What follows belongs to an exercise in optimizing a design on an open flow for small area; a production flow would make more cautious choices.
In this exercise RTL edits were held to simulation tests only and were not proved equivalent to the original.
Power and IR drop assume default switching activity.

// cpu
module cpu(
    input clk,                           
    input RST,                           
    output [23:0] AB,                    
    output sync,                         
    input [7:0] DI,                      
    output reg [7:0] DO,                 
    output WE,                           
    input IRQ,                           
    input NMI,                           
    input RDY,                           
    input debug );                       
 parameter
    SYNC  = 6'd0,
    IMM0  = 6'd1,
    PHA0  = 6'd2,
    PLA0  = 6'd3,
    ZPG0  = 6'd4,
    DATA  = 6'd5,
    ABS0  = 6'd6,
    ABS1  = 6'd7,
    BRA0  = 6'd8,
    JSR0  = 6'd9,
    JSR1  = 6'd10,
    JSR2  = 6'd11,
    RTS0  = 6'd12,
    RTS1  = 6'd13,
    RTS2  = 6'd14,
    JMP0  = 6'd15,
    JMP1  = 6'd16,
    IDX0  = 6'd17,
    IDX1  = 6'd18,
    IDX2  = 6'd19,
    BRK0  = 6'd20,
    BRK1  = 6'd21,
    BRK2  = 6'd22,
    BRK3  = 6'd23,
    RTI0  = 6'd24,
    IND0  = 6'd25,
    IND1  = 6'd26,
    ZPW0  = 6'd27,
    ABW0  = 6'd28,
    ABW1  = 6'd29,
    RMW0  = 6'd30,
    RMW1  = 6'd31,
    BRK4  = 6'd32,
    JMPW  = 6'd33,
    INDW  = 6'd34,
    ABSW  = 6'd35,
    ABWW  = 6'd36,
    JSRW  = 6'd37,
    JSRH  = 6'd38,
    JSRL  = 6'd39,
    JSR3  = 6'd40,
    JSR4  = 6'd41,
    RTSW  = 6'd42,
    THRD  = 6'd43,
    THR0  = 6'd44,
    THP2  = 6'd45,
    THP1  = 6'd46,
    THP0  = 6'd47;
parameter
    NOP   = 2'b00,
    LDA   = 2'b01,
    STA   = 2'b10,
    RMW   = 2'b11;
parameter
    DST__ = 2'b00,
    DST_X = 2'b01,
    DST_Y = 2'b10,
    DST_A = 2'b11;
parameter
    SRC__ = 2'b00,
    SRC_Z = 2'b00,
    SRC_X = 2'b01,
  ...
Size in the first run: about 560 flip-flops, about 48 I/O pins.
clock: 14.0 ns
lec_check: 0
abc_area: 1
cap_margin: 0
core_margin: 2
core_utilization: 65
gpl_timing_driven: 0
slew_margin: 0
standard.sh (not shown) runs the stock make flow with config.mk's settings and CLKGATE_MAP_FILE= SYNTH_SCRIPT=/design/flow/synth_recipe.tcl, a recipe that flattens the netlist after the stock synthesis.
==> flow/flow/run.sh <==
#!/bin/bash
# Own layout flow: the standard flow (standard.sh), with two changes in how
# the layout is made:
#  - synthesis maps the logic with an area-oriented ABC script (flow/abc_area.script)
#    instead of ORFS's, which buffers and upsizes; registers are untouched
#  - CTS uses smaller clock buffers and no dummy loads (optional, see CTS_ARGS)
set -euo pipefail
W=$PWD
rm -rf "$W/own_scripts"
cp -r "$FLOW_HOME/scripts" "$W/own_scripts"
cp "$W/flow/abc_area.script" "$W/own_scripts/abc_area.script"
export SCRIPTS_DIR="$W/own_scripts"
if [[ -f "$W/flow/cts_args" ]]; then
  export CTS_ARGS="$(cat "$W/flow/cts_args")"
fi
bash standard.sh > "$W/standard_flow.log" 2>&1
==> flow/flow/abc_area.script <==
strash
&get -n
&deepsyn -T 120
&put
dch -f
amap
topo
==> flow/flow/cts_args <==
-sink_clustering_enable -repair_clock_nets -dont_use_dummy_load -buf_list {sky130_fd_sc_hd__clkbuf_4 sky130_fd_sc_hd__clkbuf_8}
The first run finished but failed the layout checks on capacitance limit, slew limit.
==> next run, changes <==
--- a/flow/flow/run.sh
+++ b/flow/flow/run.sh
@@ -2 +2 @@
-# Own layout flow: the standard flow (standard.sh), with two changes in how
+# Own layout flow: the standard flow (standard.sh) with these changes in how
@@ -5,2 +5,4 @@
-#    instead of ORFS's, which buffers and upsizes; registers are untouched
-#  - CTS uses smaller clock buffers and no dummy loads (optional, see CTS_ARGS)
+#    instead of ORFS's; the registers are the standard synthesis's
+#  - CTS clusters more sinks per buffer and inserts no dummy loads (flow/cts_args)
+#  - the port buffers are the smallest buffer cell (flow/buffer_ports_args)
+# Each tool's output is in the ORFS logs; make's own output is in standard_flow.log.
@@ -15,0 +18,3 @@
+if [[ -f "$W/flow/buffer_ports_args" ]]; then
+  export BUFFER_PORTS_ARGS="$(cat "$W/flow/buffer_ports_args")"
+fi
==> flow/flow/abc_area.script (replaced) <==
strash
&get -n
&deepsyn -T 300
&put
dch -f
amap
strash
dch -f
amap
topo
==> flow/flow/buffer_ports_args (new file) <==
-buffer_cell sky130_fd_sc_hd__buf_1
==> flow/flow/cts_args (replaced) <==
-sink_clustering_enable -repair_clock_nets -dont_use_dummy_load -sink_clustering_size 25 -sink_clustering_max_diameter 80
- CAP_MARGIN: 0 -> 20
- SLEW_MARGIN: 0 -> 20
The new run produced a clean layout.
Total power rose by a few percent.
Wire length fell by a few percent.
Final cell count drops slightly.
Via count is lower by a few percent.
Worst hold slack is better by 0.039 ns.
Clock power drops by a quarter to a third.
Worst setup slack gets better by 0.015 ns.
==> next run, changes <==
==> flow/run.sh (new file) <==
#!/bin/bash
# synth_recipe.tcl (not shown) runs the flow's synth.tcl, then flattens the netlist and writes it again
# the make line also repeats each setting of config.mk as NAME=value (left out here)
make -C /OpenROAD-flow-scripts/flow DESIGN_CONFIG=/design/flow/config.mk WORK_HOME=/design/flow/orfs CLKGATE_MAP_FILE= SYNTH_SCRIPT=/design/flow/synth_recipe.tcl finish
- CORE_UTILIZATION: 65 -> 40
- GPL_TIMING_DRIVEN: 0 -> default
removed: flow/flow/run.sh
removed: flow/flow/abc_area.script
removed: flow/flow/buffer_ports_args
removed: flow/flow/cts_args
removed: flow/standard.sh
Outcome: Final area came out higher by 18%; clock skew came out lower by 0.036 ns; non-clock buffer count came out lower by 3; utilization came out lower by 27 points; via count came out higher by 17%; die area came out higher by 87%; routed wire length came out higher by 16%; fmax came out higher by 7.2%.
==> next run, changes <==
==> flow/flow/run.sh (new file) <==
#!/bin/bash
# Own layout flow: the standard flow (standard.sh), with two changes in how
# the layout is made:
#  - synthesis maps the logic with an area-oriented ABC script (flow/abc_area.script)
#    instead of ORFS's, which buffers and upsizes; registers are untouched
#  - CTS uses smaller clock buffers and no dummy loads (optional, see CTS_ARGS)
set -euo pipefail
W=$PWD
rm -rf "$W/own_scripts"
cp -r "$FLOW_HOME/scripts" "$W/own_scripts"
cp "$W/flow/abc_area.script" "$W/own_scripts/abc_area.script"
export SCRIPTS_DIR="$W/own_scripts"
if [[ -f "$W/flow/cts_args" ]]; then
  export CTS_ARGS="$(cat "$W/flow/cts_args")"
fi
bash standard.sh > "$W/standard_flow.log" 2>&1
==> flow/flow/abc_area.script (new file) <==
strash
dch -f
amap
strash
dch -f
amap
topo
==> flow/standard.sh (new file) <==
#!/bin/bash
# synth_recipe.tcl (not shown) runs the flow's synth.tcl, then flattens the netlist and writes it again
# the make line also repeats each setting of config.mk as NAME=value (left out here)
make -C /OpenROAD-flow-scripts/flow DESIGN_CONFIG=/design/flow/config.mk WORK_HOME=/design/flow/orfs CLKGATE_MAP_FILE= SYNTH_SCRIPT=/design/flow/synth_recipe.tcl "${@:-finish}"
removed: flow/run.sh
Cell area is lower by 7.0%.
Cell count came out lower by 20%.
Synthesized area goes down by 11%.
Wire length shrinks by 4.4%.
Flip-flop and latch count is unchanged.
Clock power falls by about 3%.
Utilization climbs by 1.7 points.
Total power came out lower by 12%.
Sequential power went down by about 3%.
Combinational power goes down by 22%.
Via count fell by 12%.
==> next run, changes <==
==> flow/flow/abc_area.script (replaced) <==
strash
&get -n
&deepsyn -T 120
&put
dch -f
amap
topo
- CAP_MARGIN: 20 -> 0
- CORE_UTILIZATION: 40 -> 65
- GPL_TIMING_DRIVEN: default -> 0
- SLEW_MARGIN: 20 -> 0
The changed run ran to the end with violations: capacitance limit, slew limit.
Sequential cell count stays the same.
Sequential power shrinks by 12%.
Die area shrinks by 40%.
Hold slack loses 0.027 ns.
Cell count shrinks by 17%.
Wire length shrinks by 0.81%.
Critical path depth grows by 12.
Sequential share of layout area grows by 2.5 points.
Register-to-register slack loses 0.32 ns.


## build 68
Another version of the RTL of cpu (not shown whole).
Size in the first run: about 2000 cells after synthesis, ~560 flip-flops, about 48 I/O pins, about 25000 µm² of cells after synthesis.
clock: 14.0 ns
lec_check: 0
abc_area: 1
cap_margin: 20
core_margin: 2
core_utilization: 65
gpl_timing_driven: 0
slew_margin: 20
==> flow/flow/run.sh <==
#!/bin/bash
# Own layout flow: the standard flow (standard.sh) with these changes in how
# the layout is made:
#  - synthesis maps the logic with an area-oriented ABC script (flow/abc_area.script)
#    instead of ORFS's; the registers are the standard synthesis's
#  - the repair_design after global placement may not use the large drive strengths
#    listed in flow/place_dont_use (later steps, CTS and timing repair, may)
#  - CTS clusters more sinks per buffer and inserts no dummy loads (flow/cts_args)
#  - the port buffers are the smallest buffer cell (flow/buffer_ports_args)
# Each tool's output is in the ORFS logs; make's own output is in standard_flow.log.
set -euo pipefail
W=$PWD
rm -rf "$W/own_scripts"
cp -r "$FLOW_HOME/scripts" "$W/own_scripts"
cp "$W/flow/abc_area.script" "$W/own_scripts/abc_area.script"
# placement repair_design: extra dont_use list
python3 - "$W/own_scripts/resize.tcl" "$W/flow/place_dont_use" <<'PY'
import sys
f, du = sys.argv[1], open(sys.argv[2]).read().split()
t = open(f).read()
old = "set_dont_use $::env(DONT_USE_CELLS)\n"
assert old in t
t = t.replace(old, old + "set_dont_use {%s}\n" % " ".join(du), 1)
open(f, "w").write(t)
PY
export SCRIPTS_DIR="$W/own_scripts"
export CTS_ARGS="$(cat "$W/flow/cts_args")"
export BUFFER_PORTS_ARGS="$(cat "$W/flow/buffer_ports_args")"
bash standard.sh > "$W/standard_flow.log" 2>&1
==> flow/flow/abc_area.script <==
strash
&get -n
&deepsyn -T 120
&put
strash
dch -f
amap -F 4 -A 16
strash
dch -f
amap -F 4 -A 16
strash
dch -f
amap -F 4 -A 16
strash
dch -f
amap -F 4 -A 16
strash
dch -f
amap -F 4 -A 16
topo
==> flow/flow/buffer_ports_args <==
-buffer_cell sky130_fd_sc_hd__buf_1
==> flow/flow/cts_args <==
-sink_clustering_enable -repair_clock_nets -dont_use_dummy_load -sink_clustering_size 25 -sink_clustering_max_diameter 80
==> flow/flow/place_dont_use <==
sky130_fd_sc_hd__*_4 sky130_fd_sc_hd__*_8 sky130_fd_sc_hd__*_12 sky130_fd_sc_hd__*_16 sky130_fd_sc_hd__buf_6
Build 68 reached the end of the flow, and the finished layout is clean on the timing, DRC and antenna checks.
[inputs] build 73 vs build 68
==> flow/flow/abc_area.script <==
strash
&get -n
&deepsyn -T 120
&put
strash
dch -f
amap -F 3 -A 8
strash
dch -f
amap -F 3 -A 8
strash
dch -f
amap -F 3 -A 8
strash
dch -f
amap -F 3 -A 8
strash
dch -f
amap -F 3 -A 8
topo
On area of the multi-input gates, build 68 and build 73 are basically level.
Of build 73 and build 68, it is build 73 that has the lower total detailed-routing wirelength.
The uppermost layer routed comes out met5 in one run and met4 in the other, namely in build 73 and build 68 respectively.
Relative contribution of the clock network to total power: build 68 and build 73 compared, higher one is build 73
Cmp build 68 and build 73 / combinational power share / lower: build 73
Worst hold slack ended up 0.032 ns higher on build 73 than on build 68.
Global routing met3 resource utilization: build 73 vs build 68 up 0.32 points
The lower area added between synthesis and finish came out of build 73.
Between build 73 and build 68, the number of flip-flops and latches does not differ in any meaningful way.
When build 73 is set beside build 68, its path depth of the worst reg2reg path turns out to be 2 larger.
The inputs of build 43 differ from those of build 73 as listed below.
==> flow/flow/cts_args <==
-sink_clustering_enable -repair_clock_nets -dont_use_dummy_load -sink_clustering_size 15 -sink_clustering_max_diameter 60 -buf_list {sky130_fd_sc_hd__clkbuf_8}
==> run notes <==
- Between build 73 and build 43, count of clock-buffer cells in the layout is lower for build 73, build 43 comes in above that.
- Looking at routed wire length, build 43 sits 4.2% above build 73.
- Build 73 reports its critical path's slowest cell as sky130_fd_sc_hd__fa_1 while build 43 reports sky130_fd_sc_hd__o31ai_1.
- Total power ends up lower on build 73.
- | number of buffers created by CTS | higher: build 43 |
- Clock power share was lower in build 43 than in build 73.
- Global router's overall resource usage sits higher in build 43 than in build 73.
- Relative to build 73, clock power decreased by 5.9% in build 43.
--- input diff build 43..build 11 ---
==> flow/flow/abc_area.script <==
strash
&get -n
&deepsyn -T 120
&put
strash
dch -f
amap
strash
dch -f
amap
strash
dch -f
amap
strash
dch -f
amap
strash
dch -f
amap
strash
dch -f
amap
topo
==> flow/flow/cts_args <==
-sink_clustering_enable -repair_clock_nets -dont_use_dummy_load -sink_clustering_size 25 -sink_clustering_max_diameter 80
--- outcome ---
Build 11 reached the end of the flow, and the finished layout is clean on the timing, DRC and antenna checks. Build 11 vs build 43: chip width up. Sort build 11 and build 43 by non-clock buffer count, descending, and build 43 comes first. Compare build 11 and build 43 | final routed wirelength across all metal layers lower: build 43. Comparing build 43 with build 11, the synthesized-area fraction occupied by xor and xnor cells came out essentially unchanged. Arrival time of the worst setup path essentially unchanged between build 11 and build 43. Clock period minus worst slack: build 11 and build 43 compared, lower one is build 43. Looking at global-route wire length before repair across both flows, build 11 is the weaker of the two, with build 43 ahead. On sequential share of layout area: build 11 sits below build 43.

what the ideal ports hide:
The results above use ideal ports. As a check the final layouts listed here were re-extracted and re-timed, cells and wires unchanged.
Step 1 (the two cells are an assumption about what drives the block):
set clk [get_ports {clk}]
set_driving_cell -lib_cell sky130_fd_sc_hd__clkbuf_16 $clk
set_driving_cell -lib_cell sky130_fd_sc_hd__buf_2 [delete_from_list [all_inputs] $clk]
Step 2 moves the port delays by t, midway between the first and last clock arrival at a register: inputs arrive t later, outputs are due t later. That takes back most of the time a late clock gives input paths.
a / b / c = ideal / step 1 / step 2; a / b = the first two.
run	t, ns	setup slack, ns	slew at the worst register clock pin (ns)	worst slew at a driven data input, ns	cell pins on the clock port's net
the first run of note 1	0.740	0.540 / 0.496 / 0.511	0.09 / 0.09	0.04	1
the second run of note 1	0.639	0.555 / 0.497 / 0.565	0.10 / 0.10	0.03	1
the third run of note 1	0.703	1.453 / 1.425 / 1.425	0.07 / 0.07	0.03	1
the fourth run of note 1	0.704	0.715 / 0.688 / 0.688	0.07 / 0.07	0.04	1
the fifth run of note 1	0.693	0.542 / 0.483 / 0.541	0.08 / 0.08	0.04	1
build 68	0.636	0.245 / 0.188 / 0.824	0.10 / 0.10	0.03	1
build 73	0.639	0.342 / 0.284 / 0.923	0.10 / 0.10	0.04	1
build 43	0.702	0.404 / 0.348 / 1.050	0.11 / 0.11	0.03	1
build 11	0.641	0.396 / 0.340 / 0.947	0.10 / 0.10	0.04	1
For the first run of note 1, which loses most, drivers alone change the setup slack by -0.044 ns; drivers and shift together by -0.029 ns.
